From an optimization exercise on the open Yosys and OpenROAD flow, aimed at small area; shortcuts taken in it are not production practice. The RTL of this run was laid out without a check of its function. Power and IR drop assume default switching activity.

==> flow/design.v <==
`timescale 1ns / 1ps
module detect_rising_edge(
    input sys_clk,
    input d_i,
    output d_o
    );
    reg d_i_ff1;
	 reg d_i_ff2;
	 reg d_i_ff3;
    always @ (posedge sys_clk)
    begin
        d_i_ff1 <= d_i;
		  d_i_ff2 <= d_i_ff1;
		  d_i_ff3 <= d_i_ff2;
    end
    assign d_o = d_i_ff2 & (d_i_ff2 ^ d_i_ff3);
endmodule
`timescale 1ns / 1ps
module detect_falling_edge(
    input sys_clk,
    input d_i,
    output d_o
    );
    reg d_i_ff1;
	 reg d_i_ff2;
	 reg d_i_ff3;
    always @ (posedge sys_clk)
    begin
        d_i_ff1 <= d_i;
		  d_i_ff2 <= d_i_ff1;
		  d_i_ff3 <= d_i_ff2;
    end
    assign d_o = d_i_ff3 & (d_i_ff3 ^ d_i_ff2);
endmodule
`timescale 1ns / 1ps
module divider #(
    parameter WIDTH=10,   
    parameter FBITS=4    
    ) (
    input wire clk,
    input wire rst,             
    input wire start,           
    output reg busy,            
    output reg valid,           
    output reg dbz,             
    output reg ovf,             
    input wire [WIDTH-1:0] x,   
    input wire [WIDTH-1:0] y,   
    output reg [WIDTH+16-1:0] q,   
    output reg [WIDTH-1:0] r,    
    input wire [15:0] w_data_i,
    output wire [15:0] r_data_o,
    output wire r_data_valid
    );
    localparam FBITSW = (FBITS) ? FBITS : 1;
    reg [WIDTH-1:0] y1;            
    reg [WIDTH-1:0] q1, q1_next;   
    reg [WIDTH:0] ac, ac_next;     
    localparam ITER = WIDTH+FBITS;   
    reg [8:0] i;      
    always @ (*)
    begin
        if (ac >= {1'b0,y1}) begin
            ac_next = ac - y1;
            {ac_next, q1_next} = {ac_next[WIDTH-1:0], q1, 1'b1};
        end else begin
            {ac_next, q1_next} = {ac, q1} << 1;
        end
    end
    always @(posedge clk) 
    begin
        if (rst) begin
            busy <= 0;
            valid <= 0;
            dbz <= 0;
            ovf <= 0;
        end else if (start) begin
            valid <= 0;
            ovf <= 0;
            i <= 0;
            if (y == 0) begin   
                busy <= 0;
                dbz <= 1;
            end else begin
                busy <= 1;
                dbz <= 0;
                y1 <= y;
                {ac, q1} <= {{WIDTH{1'b0}}, x, 1'b0};
            end
        end else if (busy) begin
            if (i == ITER-1) begin   
                busy <= 0;
                valid <= 1;
                q <= q1_next * w_data_i;
                r <= ac_next[WIDTH:1];   
            end else if (i == WIDTH-1 && q1_next[WIDTH-1:WIDTH-FBITSW]) begin  
                busy <= 0;
                ovf <= 1;
                q <= 0;
                r <= 0;
            end else begin   
                i <= i + 1;
                ac <= ac_next;
                q1 <= q1_next;
            end
        end
    end
    reg valid_ff;
    always @ (posedge clk)
    begin
        if (rst) valid_ff <= 1'b0;
        else valid_ff <= valid;
    end
    assign r_data_valid = valid & (valid ^ valid_ff);
    assign r_data_o = (q > 20'd1048575) ? 16'hFFFF : q[19:4];
endmodule
`timescale 1ns / 1ps
module ad7621(
    input sys_clk,
    input sys_rst,
    input [15:0] FPGA_OFFSETVALUE,
    input [15:0] FPGA_MAXSATVALUE,
    input ad7621_restart,
    input ad7621_start,
    input ad7621_busy,
    input [15:0] ad7621_di,
    output reg ad7621_convst,
    output wire [15:0] ad7621_fifo_do,
    output wire ad7621_flag_fifo_do
    );
    wire flag_falling_edge_busy;
    detect_falling_edge falling_edge_fifo_instant 
    (.sys_clk(sys_clk),
     .d_i(ad7621_busy),
     .d_o(flag_falling_edge_busy)
     );
    reg [15:0] cnt_rd_pixel;
    always @ (posedge sys_clk)
    begin
        if (sys_rst || ad7621_restart)
        begin
            cnt_rd_pixel <= 16'd0;
        end
        else begin
            if (ad7621_start) cnt_rd_pixel <= cnt_rd_pixel + 16'd1;
        end
    end
	reg [15:0] r_dat_temp;
	reg r_dat_valid_temp;
    always @ (posedge sys_clk)
    begin
        if (sys_rst || ad7621_restart)
        begin
            r_dat_temp <= 16'd0;
            r_dat_valid_temp <= 1'b0;
        end
        else begin
            if (flag_falling_edge_busy)
            begin
                if ( (cnt_rd_pixel >= 16'd34) && (cnt_rd_pixel <= 16'd2081) )
                begin
                    r_dat_temp <= ad7621_di - FPGA_OFFSETVALUE;
                    r_dat_valid_temp <= 1'b1;
                end
            end 
            else begin
                r_dat_valid_temp <= 1'b0;
            end
        end
    end
	divider #(.WIDTH(10), .FBITS(4)) div_instance 
	(
		.clk(sys_clk),
		.rst(sys_rst),
		.start(r_dat_valid_temp),
		.x(10'h3FF),
		.y(FPGA_MAXSATVALUE[15:6]),
		.w_data_i(r_dat_temp),
		.r_data_o(ad7621_fifo_do),
		.r_data_valid(ad7621_flag_fifo_do)
	);
		reg ad7621_start_ff1;
		reg ad7621_start_ff2; 
		always @ (posedge sys_clk)
		begin
			ad7621_start_ff1 <= ad7621_start;
			ad7621_start_ff2 <= ad7621_start_ff1;
		end
    always @ (posedge sys_clk)
    begin
        if (sys_rst || ad7621_restart)
        begin
            ad7621_convst <= 1'b1;
        end
        else begin
            if (ad7621_start) ad7621_convst <= 1'b0;
            if (ad7621_start_ff2) ad7621_convst <= 1'b1;
        end
    end
endmodule
`timescale 1ns / 1ps
module fpga_spi(
    input sys_clk,       
    input sys_rst,
    output reg [15:0] FPGA_VERION,          
    output reg [15:0] FPGA_COUNTBASE,          
    output reg [15:0] FPGA_STRBCOUNT,          
    output reg [15:0] FPGA_INTCLOCK,          
    output reg [15:0] FPGA_SSLOWDELAY,          
    output reg [15:0] FPGA_SSHIGHDELAY,          
    output reg [15:0] FPGA_LAMPENABLE,          
    output reg [15:0] FPGA_OFFSETVALUE,          
    output reg [15:0] FPGA_MAXSATVALUE,          
    input fpga_clk,          
    input fpga_cs,           
    input fpga_mosi,         
    output reg fpga_miso     
    );
    localparam version = 1;
    reg [4:0] cnt_spi;
    reg wr_or_rd;
    reg Rx_Done;
    reg [7:0] fpga_addr; 
    wire fpga_clk_rise_edge;
    detect_rising_edge fpga_clk_rise_edge_instance 
    (.sys_clk(sys_clk),
     .d_i(fpga_clk),
     .d_o(fpga_clk_rise_edge)
     );
	 wire fpga_clk_fall_edge;
    detect_falling_edge fpga_clk_fall_edge_instance 
    (.sys_clk(sys_clk),
     .d_i(fpga_clk),
     .d_o(fpga_clk_fall_edge)
     );
    wire fpga_cs_rise_edge;
    detect_rising_edge fpga_cs_rise_edge_instance 
    (.sys_clk(sys_clk),
     .d_i(fpga_cs),
     .d_o(fpga_cs_rise_edge)
     );
    reg [23:0] receive_data;
    always @ (posedge sys_clk)
    begin
        if (fpga_cs_rise_edge || sys_rst)
        begin
            cnt_spi <= 5'd0;
            Rx_Done <= 1'b0;
        end
        else if (fpga_clk_rise_edge && ~fpga_cs) begin
            cnt_spi <= cnt_spi + 5'd1;
            receive_data <= {receive_data[22:0], fpga_mosi};
            if (cnt_spi == 5'd23) Rx_Done <= 1'b1;
        end
    end
    reg [16:0] transmit_data;
    always @ (posedge sys_clk)
    begin
        if (sys_rst)
        begin
            transmit_data <= 17'd0;
        end
        else if (cnt_spi == 5'd8)
        begin
            case (fpga_addr)
                8'h04: transmit_data <= {FPGA_VERION, 1'b0};
                8'h08: transmit_data <= {FPGA_COUNTBASE, 1'b0};
                8'h0C: transmit_data <= {FPGA_STRBCOUNT, 1'b0};
                8'h18: transmit_data <= {FPGA_INTCLOCK, 1'b0};
                8'h38: transmit_data <= {FPGA_SSLOWDELAY, 1'b0};
                8'h3C: transmit_data <= {FPGA_SSHIGHDELAY, 1'b0};
                8'h40: transmit_data <= {FPGA_LAMPENABLE, 1'b0};
				8'h5C: transmit_data <= {FPGA_OFFSETVALUE, 1'b0};
				8'h68: transmit_data <= {FPGA_MAXSATVALUE, 1'b0};
                default: transmit_data <= {FPGA_VERION, 1'b0};
            endcase
        end
    end
    reg [4:0] cnt_shift_data;
    always @ (posedge sys_clk)
    begin
		if (fpga_cs_rise_edge || sys_rst)
        begin
            wr_or_rd <= 1'b0;
			fpga_addr <= 8'd0;
        end 
		else begin
			if (fpga_clk_fall_edge)
			begin
				if (cnt_spi == 5'd8) begin
					wr_or_rd <= receive_data[0];
					fpga_addr <= {receive_data[7:2], 2'b0};
				end
				if (cnt_spi >= 5'd8 && cnt_spi <= 5'd23)
				begin
					cnt_shift_data <= cnt_shift_data - 5'd1;
					fpga_miso <= transmit_data[cnt_shift_data];
				end
				else begin
					fpga_miso <= 1'b0;
					cnt_shift_data <= 5'd16;
				end
			end
		end
		if (sys_rst)
		begin
			fpga_miso <= 1'b0;
			cnt_shift_data <= 5'd16;
		end
    end
    always @ (posedge sys_clk)
    begin
        if (sys_rst) begin
            FPGA_VERION <= version;
            FPGA_COUNTBASE <= 16'd48000;
            FPGA_STRBCOUNT <= 16'd4800;
            FPGA_INTCLOCK <= 16'd6;
            FPGA_SSLOWDELAY <= 16'h0005;
            FPGA_SSHIGHDELAY <= 16'h0001;
            FPGA_LAMPENABLE <= 16'h0000;
            FPGA_OFFSETVALUE <= 16'h0000;
            FPGA_MAXSATVALUE <= 16'h55F0;
        end
        else begin
            if (Rx_Done & wr_or_rd) begin
                case ({receive_data[23:18],2'b0})
                    8'h08: FPGA_COUNTBASE <= receive_data[15:0];
                    8'h0C: FPGA_STRBCOUNT <= receive_data[15:0];
                    8'h18: FPGA_INTCLOCK <= receive_data[15:0];
                    8'h38: FPGA_SSLOWDELAY <= receive_data[15:0];
                    8'h3C: FPGA_SSHIGHDELAY <= receive_data[15:0];
                    8'h40: FPGA_LAMPENABLE <= receive_data[15:0];
					8'h5C: FPGA_OFFSETVALUE <= receive_data[15:0];
					8'h68: FPGA_MAXSATVALUE <= receive_data[15:0];
                    default: FPGA_VERION <= version;
                endcase
            end 
        end
    end
endmodule
`timescale 1ns / 1ps
module ilx511b(
    input sys_clk,
    input sys_rst,
    input [15:0] FPGA_INTCLOCK,
    input aqui_src,
    output reg ilx511b_clk,
    output reg ilx511b_rog,
    output flag_adc_start,
    output flag_adc_restart,
	 output reg flag_sel_clok,
	 output flag_en_single_strobe
    );
    wire rising_edge_fifo_rest;
    detect_rising_edge rising_edge_fifo_instant 
    (.sys_clk(sys_clk),
     .d_i(aqui_src),
     .d_o(rising_edge_fifo_rest)
     );
     assign flag_adc_restart = rising_edge_fifo_rest;
    localparam [2:0] IDLE = 0,              
                     WAIT_CLK_TO_ROG1 = 1,
                     RESET_CCD = 2,         
                     WAIT_ROG_TO_CLK1 = 3,
                     INTEGRATION = 4,       
                     LATCH_DATA = 3'd5,
                     WAIT_ROG_TO_CLK2 = 3'd6,
                     READ_SPECTRUM = 3'd7;
    reg [2:0] current_state;
    reg [2:0] next_state;
    always @ (posedge sys_clk)
    begin
        if (sys_rst)
        begin
            current_state <= 3'b000;
        end else begin
            current_state <= next_state;
        end
    end
    reg en_delay_clok_high_to_rog_low;
    reg en_delay_rog_high_to_clok_low;
    reg en_keep_rog_to_low1;
    reg en_keep_rog_to_low2;
    reg flag_start_ctr_rog1;
    reg flag_start_ctr_rog2;
    reg en_latch_data;
    reg en_integration;                       
    reg start_integration;                   
    reg integ_done;                           
    reg flag_en_smp_data;
    reg flag_smp_data;
    reg flag_en_frame;
    reg [15:0] cnt_smp;
    reg [15:0] cnt_make_smp_clk;
    reg [15:0] cnt_1khz;                      
    reg [15:0] cnt_intclk;                    
    always @ (posedge sys_clk)
    begin
        if (sys_rst)
        begin
            next_state <= IDLE;
            flag_sel_clok <= 1'b0;
            en_delay_clok_high_to_rog_low <= 1'b0;
            en_delay_rog_high_to_clok_low <= 1'b0;
            en_keep_rog_to_low1 <= 1'b0;
            en_keep_rog_to_low2 <= 1'b0;
            start_integration  <= 1'b0;
            flag_smp_data <= 1'b0;
            flag_en_frame <= 1'b0;
        end else begin
            case (current_state)
            IDLE:
            begin
                flag_sel_clok <= 1'b0;
                flag_en_frame <= 1'b0;
                if (rising_edge_fifo_rest) 
                begin
                    next_state <= WAIT_CLK_TO_ROG1;
                    en_delay_clok_high_to_rog_low <= 1'b1;
                end
            end
            WAIT_CLK_TO_ROG1:
            begin
                flag_sel_clok <= 1'b1;
                if (flag_start_ctr_rog1)
                begin
                    next_state <= RESET_CCD;
                    en_keep_rog_to_low1 <= 1'b1;
                    en_delay_clok_high_to_rog_low <= 1'b0;
                end
            end
            RESET_CCD:
            begin
                if (en_integration) 
                begin
                    next_state <= INTEGRATION;
                    en_keep_rog_to_low1 <= 1'b0;
                    start_integration  <= 1'b1;
                end
            end
            INTEGRATION:
            begin
                if ((cnt_intclk == FPGA_INTCLOCK-1)&&(cnt_1khz == 47999        - 299)) flag_sel_clok <= 1'b1;
                if ((cnt_intclk == 0)&&(cnt_1khz == 299)) flag_sel_clok <= 1'b0;
                if (integ_done)
                begin
                    next_state <= LATCH_DATA;
                    start_integration <= 1'b0;
                    en_keep_rog_to_low2 <= 1'b1;
                end
            end
            LATCH_DATA:
            begin
                if (en_latch_data)
                begin
                    next_state <= WAIT_ROG_TO_CLK2;
                    en_keep_rog_to_low2 <= 1'b0;
                    en_delay_rog_high_to_clok_low <= 1'b1;
                end
            end
            WAIT_ROG_TO_CLK2:
            begin
                if (flag_en_smp_data)
                begin
                    next_state <= READ_SPECTRUM;
                    en_delay_rog_high_to_clok_low <= 1'b0;
                    flag_smp_data <= 1'b1;
                end
            end
            READ_SPECTRUM:
            begin
                if (cnt_smp == 4200      )
                begin
                    next_state <= IDLE;
                    flag_smp_data <= 1'b0;
                    flag_en_frame <= 1'b1;
                end
            end
            default: next_state <= IDLE;
            endcase
        end
    end
    always @ (posedge sys_clk)
    begin
        if (sys_rst | flag_en_frame)
        begin
            ilx511b_rog <= 1'b1;
        end else begin
            if (flag_start_ctr_rog1 | integ_done) ilx511b_rog <= 1'b0;
            if (en_integration | en_latch_data) ilx511b_rog <= 1'b1;
        end
    end
    always @ (posedge sys_clk)
    begin
        if (sys_rst | flag_en_frame)
        begin
            ilx511b_clk <= 1'b1;
        end else begin
        end
        if (flag_smp_data)
        begin
            if (cnt_make_smp_clk == 20        - 1)
            begin
                cnt_make_smp_clk <= 16'd0;
                if (cnt_smp == 4200      )
                begin
                    cnt_smp <= 1'b0;
                end
                else begin
                    cnt_smp <= cnt_smp + 1'b1;
                    ilx511b_clk <= ~ilx511b_clk;
                end
            end
            else begin
                cnt_make_smp_clk <= cnt_make_smp_clk + 16'd1;
            end
        end
        else begin
            cnt_smp <= 1'b0;
            cnt_make_smp_clk <= 16'd0;
        end
    end
    reg [9:0] cnt_delay_rog_high_to_clok_low;
    always @ (posedge sys_clk)
    begin
        if (sys_rst | flag_en_smp_data)
        begin
            cnt_delay_rog_high_to_clok_low <= 10'd0;
            flag_en_smp_data <= 1'b0;
        end else begin
            if (en_delay_rog_high_to_clok_low)
            begin
                if (cnt_delay_rog_high_to_clok_low == 10'd299)
                begin
                    cnt_delay_rog_high_to_clok_low <= 10'd0;
                    flag_en_smp_data <= 1'b1;
                end else begin
                    cnt_delay_rog_high_to_clok_low <= cnt_delay_rog_high_to_clok_low + 10'd1;
                end
            end else begin
                cnt_delay_rog_high_to_clok_low <= 10'd0;
            end
        end
    end
    always @ (posedge sys_clk)
    begin
        if (sys_rst | integ_done)
        begin
            integ_done <= 1'b0;
            cnt_1khz <= 15'd0;
            cnt_intclk <= 15'd0;
        end else begin
            if (start_integration) begin
                if (cnt_intclk == FPGA_INTCLOCK) integ_done <= 1'b1;
                if (cnt_1khz == 47999       )
                begin
                    cnt_1khz <= 15'd0;
                    cnt_intclk <= cnt_intclk + 15'd1;
                end
                else begin
                    cnt_1khz <= cnt_1khz + 15'd1;
                end
            end
            else begin
                cnt_1khz <= 15'd0;
                cnt_intclk <= 15'd0;
            end
        end
    end
    reg [9:0] cnt_keep_rog_low1;
    always @ (posedge sys_clk)
    begin
        if (sys_rst | en_integration)
        begin
            cnt_keep_rog_low1 <= 10'd0;
            en_integration <= 1'b0;
        end else begin
            if (en_keep_rog_to_low1)
            begin
                if (cnt_keep_rog_low1 == 10'd299)
                begin
                    cnt_keep_rog_low1 <= 10'd0;
                    en_integration <= 1'b1;
                end else begin
                    cnt_keep_rog_low1 <= cnt_keep_rog_low1 + 10'd1;
                end
            end else begin
                cnt_keep_rog_low1 <= 10'd0;
            end
        end
    end
    reg [9:0] cnt_keep_rog_low2;
    always @ (posedge sys_clk)
    begin
        if (sys_rst | en_latch_data)
        begin
            cnt_keep_rog_low2 <= 10'd0;
            en_latch_data <= 1'b0;
        end else begin
            if (en_keep_rog_to_low2)
            begin
                if (cnt_keep_rog_low2 == 10'd299)
                begin
                    cnt_keep_rog_low2 <= 10'd0;
                    en_latch_data <= 1'b1;
                end else begin
                    cnt_keep_rog_low2 <= cnt_keep_rog_low2 + 10'd1;
                end
            end else begin
                cnt_keep_rog_low2 <= 10'd0;
            end
        end
    end
    reg [9:0] cnt_delay_clok_high_to_rog_low;
    always @ (posedge sys_clk)
    begin
        if (sys_rst | flag_start_ctr_rog1)
        begin
            cnt_delay_clok_high_to_rog_low <= 10'd0;
            flag_start_ctr_rog1 <= 1'b0;
        end else begin
            if (en_delay_clok_high_to_rog_low)
            begin
                if (cnt_delay_clok_high_to_rog_low == 10'd299)
                begin
                    cnt_delay_clok_high_to_rog_low <= 10'd0;
                    flag_start_ctr_rog1 <= 1'b1;
                end else begin
                    cnt_delay_clok_high_to_rog_low <= cnt_delay_clok_high_to_rog_low + 10'd1;
                end
            end else begin
                cnt_delay_clok_high_to_rog_low <= 10'd0;
            end
        end
    end
    detect_rising_edge adc_start_instant 
    (.sys_clk(sys_clk),
     .d_i((cnt_make_smp_clk == 10        ) & (ilx511b_clk == 1'b0)),
     .d_o(flag_adc_start)
     );
     assign flag_en_single_strobe = en_latch_data;
endmodule
`timescale 1ns / 1ps
module make_strobe(
	 input sys_clk,
	 input sys_rst,
	 input flag_en_single_strobe,
	 input [15:0] FPGA_COUNTBASE,
	 input [15:0] FPGA_STRBCOUNT,
	 input [15:0] FPGA_SSLOWDELAY,
	 input [15:0] FPGA_SSHIGHDELAY,
	 input [15:0] FPGA_LAMPENABLE,
	 output reg single_strobe,
	 output reg cont_strobe
    );
	 reg flag_start_single_strobe;
	 reg flag_end_single_strobe;
	 reg [15:0] cnt_mk_strobe;
	 reg [5:0] cnt_mk_2MHz;
	 always @ (posedge sys_clk)
	 begin
		if (sys_rst | (FPGA_LAMPENABLE[0] == 1'b0) | flag_end_single_strobe)
		begin
			single_strobe <= 1'b1;
			cnt_mk_2MHz <= 6'd0;
			cnt_mk_strobe <= 16'd0;
			flag_start_single_strobe <= 1'b0;
			flag_end_single_strobe <= 1'b0;
		end
		else begin
			if (cnt_mk_strobe == FPGA_SSHIGHDELAY) single_strobe <= 1'b0;
			if (cnt_mk_strobe == FPGA_SSLOWDELAY) 
			begin
				single_strobe <= 1'b1;
				flag_end_single_strobe <= 1'b1;
			end
			if (flag_en_single_strobe) flag_start_single_strobe <= 1'b1;
			if (flag_start_single_strobe)
			begin
				if (cnt_mk_2MHz == 6'd23)
				begin
					cnt_mk_strobe <= cnt_mk_strobe + 1'b1;
					cnt_mk_2MHz <= 6'd0;
				end else begin
					cnt_mk_2MHz <= cnt_mk_2MHz + 6'd1;
				end
			end else begin
				cnt_mk_2MHz <= 6'd0;
				cnt_mk_strobe <= 16'd0;
			end
		end
	 end
	 reg [15:0] prev_countbase;
	 reg [15:0] prev_strbcount;
	 wire flag_change_params;
	 always @ (posedge sys_clk)
	 begin
		prev_countbase <= FPGA_COUNTBASE;
		prev_strbcount <= FPGA_STRBCOUNT;
	 end
	 assign flag_change_params = (prev_countbase != FPGA_COUNTBASE) | (prev_strbcount != FPGA_STRBCOUNT);
	 reg [27:0] r_cnt_cont_strobe;
	 always @ (posedge sys_clk)
	 begin
		if (sys_rst | (FPGA_LAMPENABLE[0] == 1'b0) | flag_change_params)
		begin
			r_cnt_cont_strobe <= 28'd0;
			cont_strobe <= 1'b1;
		end else begin
			if ( r_cnt_cont_strobe == ( (FPGA_COUNTBASE[15:1] * (FPGA_STRBCOUNT + 1)) - 1) )
			begin
				r_cnt_cont_strobe <= 28'd0;
				cont_strobe <= ~cont_strobe;
			end else begin
				r_cnt_cont_strobe <= r_cnt_cont_strobe + 28'd1;
			end
		end
	 end
endmodule
`timescale 1ns / 1ps
module make_22500pulse(
	 input sys_clk,
	 input sys_rst,
	 output reg clk_2_5Mhz
    );
	 reg [5:0] cnt_make_2_5Mhz;
	 always @ (posedge sys_clk)
	 begin
		if (sys_rst)
		begin
			cnt_make_2_5Mhz <= 6'd0;
			clk_2_5Mhz <= 1'b0;
		end
		else
		begin
			if (cnt_make_2_5Mhz == 6'd9)
			begin
				cnt_make_2_5Mhz <= 6'd0;
				clk_2_5Mhz <= ~clk_2_5Mhz;
			end
			else begin
				cnt_make_2_5Mhz <= cnt_make_2_5Mhz + 6'd1;
			end
		end
	 end
endmodule
`timescale 1ns / 1ps
module fifo_spi(
    input sys_clk,       
    input sys_rst,
    input [15:0] fifo_data,
    input flag_fifo_data,
    output flag_rd_fifo,
    input fifo_clk,
    input fifo_cs,
    input fifo_mosi,
    output fifo_miso
    );
    wire fall_edge_fifo_cs;
    detect_falling_edge fall_edge_fifo_instant 
    (.sys_clk(sys_clk),
     .d_i(fifo_cs),
     .d_o(fall_edge_fifo_cs)
    );
    assign flag_rd_fifo = fall_edge_fifo_cs;
    reg flag_fifo_data_ff;
    always @ (posedge sys_clk)
    begin
        if (sys_rst) flag_fifo_data_ff <= 1'b0;
        else flag_fifo_data_ff <=  flag_rd_fifo;
    end
    wire rise_edge_fifo_clk;
    detect_rising_edge rise_edge_fifo_clk_instant 
    (.sys_clk(sys_clk),
     .d_i(fifo_clk),
     .d_o(rise_edge_fifo_clk)
    );
    reg [15:0] data_tranfer;
    always @ (posedge sys_clk)
    begin
        if (flag_fifo_data_ff) data_tranfer <= fifo_data;
        if (rise_edge_fifo_clk)
		  begin
			data_tranfer <= (data_tranfer << 1'b1);
		  end
        if (sys_rst) data_tranfer <= 16'd0;
    end
    assign fifo_miso = data_tranfer[15];
endmodule
`timescale 1ns / 1ps
module mux_data_spi(
    input spi_mosi,
    output spi_miso,
    output spi_miso_oe,
    input fpga_cs,
    output fpga_mosi,
    input fpga_miso,
    input fifo_cs,
    output fifo_mosi,
    input fifo_miso,
	 input e2_clk,
	 input e2_cs,
	 output eeprom_clk,
	 output eeprom_cs,
	 input adt_cs,
	 output adt7301_clk,
	 output adt7301_cs
    );
	 wire m0_scl_o;
	 assign spi_miso = m0_scl_o;
	 assign spi_miso_oe = ~(~e2_cs | ~adt_cs);
	 assign m0_scl_o = (fifo_cs == 1'b0) ? fifo_miso : (fpga_cs == 1'b0) ? fpga_miso : 1'b0;
    assign fpga_mosi = (fpga_cs == 1'b0) ? spi_mosi : 1'b0;
    assign fifo_mosi = (fifo_cs == 1'b0) ? spi_mosi : 1'b0;
	 assign eeprom_clk = e2_clk;
	 assign eeprom_cs = e2_cs;
	 assign adt7301_clk = e2_clk;
	 assign adt7301_cs = adt_cs;
endmodule
`timescale 1ns / 1ps
module top_embed(
	input sys_clk,
	input xreset,
	input fifo_rset,
	input trigger,
	output reg pixel_ready,
	output single_strobe,
	output cont_strobe,
	input spi_clk,
	input spi_mosi,
	output spi_miso,
	output spi_miso_oe,
	input fpga_cs,
	input fifo_cs,
	input e2_cs,
	input adt_cs,
	output adt7301_clk,
	output adt7301_cs,
	output eeprom_clk,
	output eeprom_cs,
	output ilx511b_clk,
	output ilx511b_rog,
	output ilx511b_shsw,
	input ad7621_busy,
	input [15:0] ad7621_di,
	output ad7621_convst,
	output fifo_rst,
	output [15:0] fifo_din,
	output fifo_wr_en,
	output fifo_rd_en,
	input [15:0] fifo_dout,
	input fifo_full,
	input fifo_empty,
	input [10:0] fifo_data_count
    );
	 wire sys_4xclk = sys_clk;
	 wire fpga_mosi;
	 wire fpga_miso;
	 wire fifo_mosi;
	 wire fifo_miso;
	 mux_data_spi mux_spi_instance (
	 .spi_mosi(spi_mosi),
	 .spi_miso(spi_miso),
	 .spi_miso_oe(spi_miso_oe),
	 .fpga_cs(fpga_cs),
	 .fpga_mosi(fpga_mosi),
	 .fpga_miso(fpga_miso),
	 .fifo_cs(fifo_cs),
	 .fifo_mosi(fifo_mosi),
	 .fifo_miso(fifo_miso),
	 .e2_clk(spi_clk),
	 .e2_cs(e2_cs),
	 .eeprom_clk(eeprom_clk),
	 .eeprom_cs(eeprom_cs),
	 .adt_cs(adt_cs),
	 .adt7301_clk(adt7301_clk),
	 .adt7301_cs(adt7301_cs)
	 );
	 wire [15:0] FPGA_COUNTBASE;
	 wire [15:0] FPGA_STRBCOUNT;
	 wire [15:0] FPGA_INTCLOCK;
	 wire [15:0] FPGA_SSLOWDELAY;
	 wire [15:0] FPGA_SSHIGHDELAY;
	 wire [15:0] FPGA_LAMPENABLE;
	 wire [15:0] FPGA_OFFSETVALUE;
	 wire [15:0] FPGA_MAXSATVALUE;
	 fpga_spi fpga_spi_instance (
	 .sys_clk(sys_4xclk),
	 .sys_rst(xreset),
	 .FPGA_COUNTBASE(FPGA_COUNTBASE),
	 .FPGA_STRBCOUNT(FPGA_STRBCOUNT),
	 .FPGA_INTCLOCK(FPGA_INTCLOCK),
	 .FPGA_SSLOWDELAY(FPGA_SSLOWDELAY),
	 .FPGA_SSHIGHDELAY(FPGA_SSHIGHDELAY),
	 .FPGA_LAMPENABLE(FPGA_LAMPENABLE),
	 .FPGA_OFFSETVALUE(FPGA_OFFSETVALUE),
	 .FPGA_MAXSATVALUE(FPGA_MAXSATVALUE),
	 .fpga_clk(spi_clk),
	 .fpga_cs(fpga_cs),
	 .fpga_mosi(fpga_mosi),
	 .fpga_miso(fpga_miso)
	 );
	 wire flag_adc_start;
	 wire flag_adc_restart;
	 wire ilx511b_clk_ff;
	 wire ilx511b_rog_ff;
	 wire flag_sel_clok;
	 wire flag_en_single_strobe;
	 ilx511b ilx_instance (
	 .sys_clk(sys_4xclk),
	 .sys_rst(xreset),
	 .FPGA_INTCLOCK(FPGA_INTCLOCK),
	 .aqui_src(fifo_rset | trigger),
	 .ilx511b_clk(ilx511b_clk_ff),
	 .ilx511b_rog(ilx511b_rog_ff),
	 .flag_adc_start(flag_adc_start),
	 .flag_adc_restart(flag_adc_restart),
	 .flag_sel_clok(flag_sel_clok),
	 .flag_en_single_strobe(flag_en_single_strobe)
	 );
	 make_strobe mk_strobe_instance
	 (
	 .sys_clk(sys_4xclk),
	 .sys_rst(xreset),
	 .flag_en_single_strobe(flag_en_single_strobe),
	 .FPGA_COUNTBASE(FPGA_COUNTBASE),
	 .FPGA_STRBCOUNT(FPGA_STRBCOUNT),
	 .FPGA_SSLOWDELAY(FPGA_SSLOWDELAY),
	 .FPGA_SSHIGHDELAY(FPGA_SSHIGHDELAY),
	 .FPGA_LAMPENABLE(FPGA_LAMPENABLE),
	 .single_strobe(single_strobe),
	 .cont_strobe(cont_strobe)
	 );
	 wire clk_2_5Mhz;
	 make_22500pulse make_pulse_instance (
	 .sys_clk(sys_4xclk),
	 .sys_rst(xreset),
	 .clk_2_5Mhz(clk_2_5Mhz)
	 );
	 assign ilx511b_clk = (flag_sel_clok == 1'b1) ? ~ilx511b_clk_ff : ~clk_2_5Mhz;
	 assign ilx511b_rog = ~ilx511b_rog_ff;
	 assign ilx511b_shsw = 1'b0;
	 wire [15:0] ad7621_fifo_do;
	 wire ad7621_flag_fifo_do;
	 ad7621 ad7621_instance (
	 .sys_clk(sys_4xclk),
	 .sys_rst(xreset),
	 .FPGA_OFFSETVALUE(FPGA_OFFSETVALUE),
	 .FPGA_MAXSATVALUE(FPGA_MAXSATVALUE),
	 .ad7621_restart(flag_adc_restart),
	 .ad7621_start(flag_adc_start),
	 .ad7621_busy(ad7621_busy),
	 .ad7621_di(ad7621_di),
	 .ad7621_convst(ad7621_convst),
	 .ad7621_fifo_do(ad7621_fifo_do),
	 .ad7621_flag_fifo_do(ad7621_flag_fifo_do)
	 );
    wire rise_edge_acqui_src;
    detect_rising_edge rise_edge_acqui_src_instant 
    (.sys_clk(sys_4xclk),
     .d_i(fifo_rset | trigger),
     .d_o(rise_edge_acqui_src)
    );
	 wire flag_rd_fifo;
	 wire [10:0] data_count = fifo_data_count;
	 wire [15:0] fifo_dout_w = fifo_dout;
	 assign fifo_rst = xreset | rise_edge_acqui_src;
	 assign fifo_din = ad7621_fifo_do;
	 assign fifo_wr_en = ad7621_flag_fifo_do & ~fifo_full;
	 assign fifo_rd_en = flag_rd_fifo & ~fifo_empty;
	 always @ (posedge sys_4xclk)
	 begin
		if (data_count >= 1)
		begin
			pixel_ready <= 1'b1;
		end else begin
			pixel_ready <= 1'b0;
		end
	 end
	 fifo_spi fifo_spi_instance (
	 .sys_clk(sys_4xclk),
	 .sys_rst(xreset),
	 .fifo_data(fifo_dout_w),
	 .flag_fifo_data(flag_rd_fifo | ~fifo_empty),
	 .flag_rd_fifo(flag_rd_fifo),
	 .fifo_clk(spi_clk),
	 .fifo_cs(fifo_cs),
	 .fifo_mosi(fifo_mosi),
	 .fifo_miso(fifo_miso)
	 );
endmodule
==> flow/run.sh <==
#!/bin/bash
# synth_recipe.tcl (not shown) runs the flow's synth.tcl, then flattens the netlist and writes it again
# the make line also repeats each setting of config.mk as NAME=value (left out here)
make -C /OpenROAD-flow-scripts/flow DESIGN_CONFIG=/design/flow/config.mk WORK_HOME=/design/flow/orfs CLKGATE_MAP_FILE= SYNTH_SCRIPT=/design/flow/synth_recipe.tcl finish
==> flow/config.mk <==
export PLATFORM = sky130hd
export DESIGN_NAME = top_embed
export DESIGN_NICKNAME = top_embed
export VERILOG_FILES = /design/flow/design.v
export SDC_FILE = /design/flow/constraint.sdc
export NUM_CORES = 4
export LEC_CHECK = 0
export CAP_MARGIN = 20
export CORE_MARGIN = 2
export CORE_UTILIZATION = 40
export SLEW_MARGIN = 20
==> flow/constraint.sdc <==
create_clock -name core_clock -period 20.0 [get_ports {sys_clk}]
set_input_delay 4.0000 -clock core_clock [delete_from_list [all_inputs] [get_ports {sys_clk}]]
set_output_delay 4.0000 -clock core_clock [all_outputs]
set_load 0.01 [all_outputs]
==> run summary <==
- Status: finished clean
- Max FFs per register: 28
- Power per cell area: 55.3 nW/um^2
- CP startpoint: xreset
- Final net count: between 4k and 5k
- Netlist Area Pre-Place: around 38000 um^2
- Final Hold Vio Count: 0
- Initial DRC count: 1980
- Multi-input logic area: approximately 24000 um^2
- Vias in the first global route: 27.9k
- DRC Markers: 0
- Final Setup Violations: 0
- Area grow syn2layout: 10.5%
- Hold Startpoint: ad7621_instance.ad7621_start_ff1$_DFF_P_
- Post-Route Setup TNS: 0 ns
- Reg-to-reg setup timing slack: 11.01 ns
- Pin count of the biggest net entering global routing: 123
- Worst-Margin Slew: 1.08 ns
- Post_cts resized: 0
- Final antenna-violating net count: 0
- Peak VDD IR: ~76 uV
- Min Tclk post-route: 9.82 ns
- R2R Path End: mk_strobe_instance.r_cnt_cont_strobe[7]$_SDFF_PP0_
- CTS tree: built
- Routability cong.: 0.915
- Hold Path Class: reg2reg
- Worst Path Max Fanout: 74
- Final hold slack: 0.322 ns
- Gr ovfl total: 0
- Reg-to-Reg Start: fpga_spi_instance.FPGA_STRBCOUNT[1]$_SDFFE_PP0P_
- RSZ-0062 raised after global routing: false
- Synth Net Count: a little under 5k
- Vias post-DR: 28.9k
- Number of synthesized flops with an enable pin: 86
- Mean Syn Cell Area: 8.92 um^2
- Total Routing Usage GR: 19.6%
- Global-route wire length before repair: between 150000 and 200000 um
- Count of different cell masters after synthesis: 80
- Crit Path Class: in2out
- Clock Latency Late Sink: 0.68 ns
- YS warnings: 10
- Worst path required time: 16.00 ns
- Largest registers: mk_strobe_instance.r_cnt_cont_strobe: 28 flops, fpga_spi_instance.receive_data: 24 flops, ad7621_instance.div_instance.q: 22 flops
- Die Ht: 313 um
- Top reg by flops: mk_strobe_instance.r_cnt_cont_strobe
- Row count: 113
- Achievable Freq: 102 MHz
- # Post-CTS Setup Buffers: 0
- Period utilization: 49.1%
- Core Box Area: 94700 um^2
- CTS hold repair buffers: 0
- Drt first pass iters: 6
- Startpoint Class: input pin
- Syn Inst Count: 4270
- Clk_skew: 0.0503 ns
- Final Non-Filler Cells: 5542
- DR WL/cell: between 15 and 20 um
- Inserted Clock Buffers: 60
- Drt total wl: between 90000 and 100000 um
- Max Slew Vio Count: 0
- Die outline area: 97700 um^2
- Crit path capture type: primary output
- Initial antenna violation count: 2
- I/O pin cnt: 88
- Maxcap violations: 0
- Reg area: between 10000 and 15000 um^2
- Diode count: 0
- Sequential-to-total area share from yosys stat: 30.8%
- Flops & latches, synth: 542
- Cells after DPL: 5430
- Leak: ~0.017 uW
- Via density: 5.22
- CTS Sinks: between 500 and 600
- Rel. slew slack: 27.7%
- Clock transition at the registers of the reported paths: 0.06 ns
- Synth Flop Type: dfxtp_1
- Root buffer cell: clkbuf_16
- Critical Path End: fifo_rst
- CTS Buffer Depth: 3
- Die X: 313 um
- Reg2Reg Depth: 26
- Fill cells: ~9.2k
- Final worst slack: 10.18 ns
- WP data arrival: 5.82 ns
- Number of H-tree levels: 2
- Share of post-route cells with drive strength above 1: 4.82%
- Starting Density: 40.2%
- Pre-CTS setup slack: ~10 ns
- DP Wirelength: 70100 um
- Buffers on Ports: 86
- Async set-reset flop share out of synthesis: 0%
- Pwr Total: between 2000 and 2500 uW
-- cell usage after synthesis, types with 15 or more instances --
| master | n | area, um^2 |
|---|---|---|
| a211oi_1 | 31 | 233 |
| a21o_1 | 21 | 158 |
| a21oi_1 | 178 | 891 |
| a221oi_1 | 19 | 166 |
| a22o_1 | 15 | 131 |
| a22oi_1 | 38 | 285 |
| a31oi_1 | 28 | 175 |
| and2_1 | 125 | 782 |
| and3_1 | 50 | 313 |
| clkbuf_1 | 199 | 747 |
| dfxtp_1 | 456 | 9130 |
| edfxtp_1 | 86 | 2580 |
| fa_1 | 317 | 6350 |
| ha_1 | 218 | 2730 |
| inv_1 | 358 | 1340 |
| mux2i_1 | 92 | 921 |
| nand2_1 | 585 | 2200 |
| nand2b_1 | 28 | 175 |
| nand3_1 | 108 | 541 |
| nand3b_1 | 31 | 233 |
| nand4_1 | 63 | 394 |
| nor2_1 | 421 | 1580 |
| nor2b_1 | 54 | 338 |
| nor3_1 | 47 | 235 |
| nor4_1 | 43 | 269 |
| o21ai_0 | 89 | 445 |
| or2_2 | 33 | 206 |
| or3_1 | 24 | 150 |
| xnor2_1 | 148 | 1300 |
| xor2_1 | 184 | 1610 |
-- metrics by stage --
stage          instance area (um^2)  utilization, %
2_1_floorplan                 38100               -
3_3_place_gp                  40000            42.2
3_5_place_dp                  40000            42.2
4_1_cts                       42100            44.4
5_1_grt                       42100            44.4
6_report                      42100            44.4
-- worst min path at each step --
stage | endpoint | slack (ns) | depth (start not counted)
2_1_floorplan | ad7621_instance.ad7621_start_ff2$_DFF_P_ | 0.31 | 0
3_3_place_gp | fpga_spi_instance.fpga_cs_rise_edge_instance.d_i_ff2$_DFF_P_ | 0.31 | 0
3_5_place_dp | ilx_instance.rising_edge_fifo_instant.d_i_ff2$_DFF_P_ | 0.31 | 0
4_1_cts | ad7621_instance.ad7621_start_ff2$_DFF_P_ | 0.32 | 0
5_1_grt | ad7621_instance.ad7621_start_ff2$_DFF_P_ | 0.33 | 0
6_report | ad7621_instance.ad7621_start_ff2$_DFF_P_ | 0.32 | 0
-- power breakdown --
group | total [uW] | internal (uW) | switching [uW]
Clock | 1150 | 666 | 485
Combinational | 56.2 | 26.3 | 29.9
Sequential | 1120 | 1110 | 7.61
-- per-layer routing --
layer	part of all wire [%]	up-vias	GRT usage (%)
met5	0.024	-	0
met4	2.5	4	5.58
met3	5.8	130	3.54
met2	45	646	31.2
met1	46	14100	27.2
li1	-	14000	-
-- cells by family after synthesis --
family	Yosys count	synth area share (%)
and+or+nand+nor	1663	20.6
buffers and inverters	586	5.91
DFF	542	30.8
adders and majority gates	535	23.8
AOI/OAI and AO/OA	513	8.57
xor gates and xnor gates	332	7.64
muxes	98	2.68
other	1	0.00985
-- area by class of cell --
| class | instances | area share [%] |
|---|---|---|
| well taps | 1265 | 3.76 |
| clock inverters | 23 | 0.714 |
| repair buffers | 122 | 2.72 |
| multi-input cells | 3142 | 57.6 |
| flip-flops and latches | 542 | 27.8 |
| inverters | 359 | 3.20 |
| clock buffers | 89 | 4.19 |
-- critical path: stages --
cell	delay [ns]
buf_6	0.43
nor2_1	0.23
clkinv_1	0.09
buf_4	0.33
clkdlybuf4s50_1	0.64
-- layout by cell type, fill, tap and decap left out, types with 10 or more instances in the layout --
cell type        count
and2_1             125
fa_1               317
xor2_1             183
clkdlybuf4s50_1     85
nor4_1              37
a22oi_1             38
a21o_1              21
mux2i_1             92
clkbuf_16           62
nand2_1            585
o21bai_1            10
o21ai_0             89
ha_1               218
nand2b_1            28
a21oi_1            178
nor2_1             421
a22o_1              15
o211ai_1            13
dfxtp_1            456
nor3_1              44
nand4_1             63
nand3_1            107
inv_1              358
nor2b_1             54
clkbuf_8            11
a31oi_1             28
a221oi_1            19
or3_1               24
a211oi_1            31
clkbuf_1            16
buf_4               35
xnor2_1            142
and3_1              50
nand3b_1            31
and4_1              11
or2_2               33
edfxtp_1            86

## what the ideal ports hide
How much do the figures lean on ideal ports? The routed layout below was timed once more, with nothing changed but the port constraints. Step 1 assumes that a clkbuf_16 drives the clock port and a buf_2 every other input. Step 2, shift: input delay + t, output delay - t, t = (earliest + latest rising clock arrival at the registers) / 2. This alone moves slack from input paths to output paths. a / b / c = no drivers / after step 1 / after step 2; a / b = the first two.
t (ns): 0.727
setup WS [ns]: 10.185 / 10.147 / 10.147
hold WS [ns]: 0.322 / 0.322 / 0.322
worst setup path after step 2: input to output
slew at the worst register clock pin (ns): 0.08 / 0.08
After both steps setup and hold are still met in this run. The setup slack of this run moves by -0.038 ns with the drivers and by -0.038 ns with both steps.
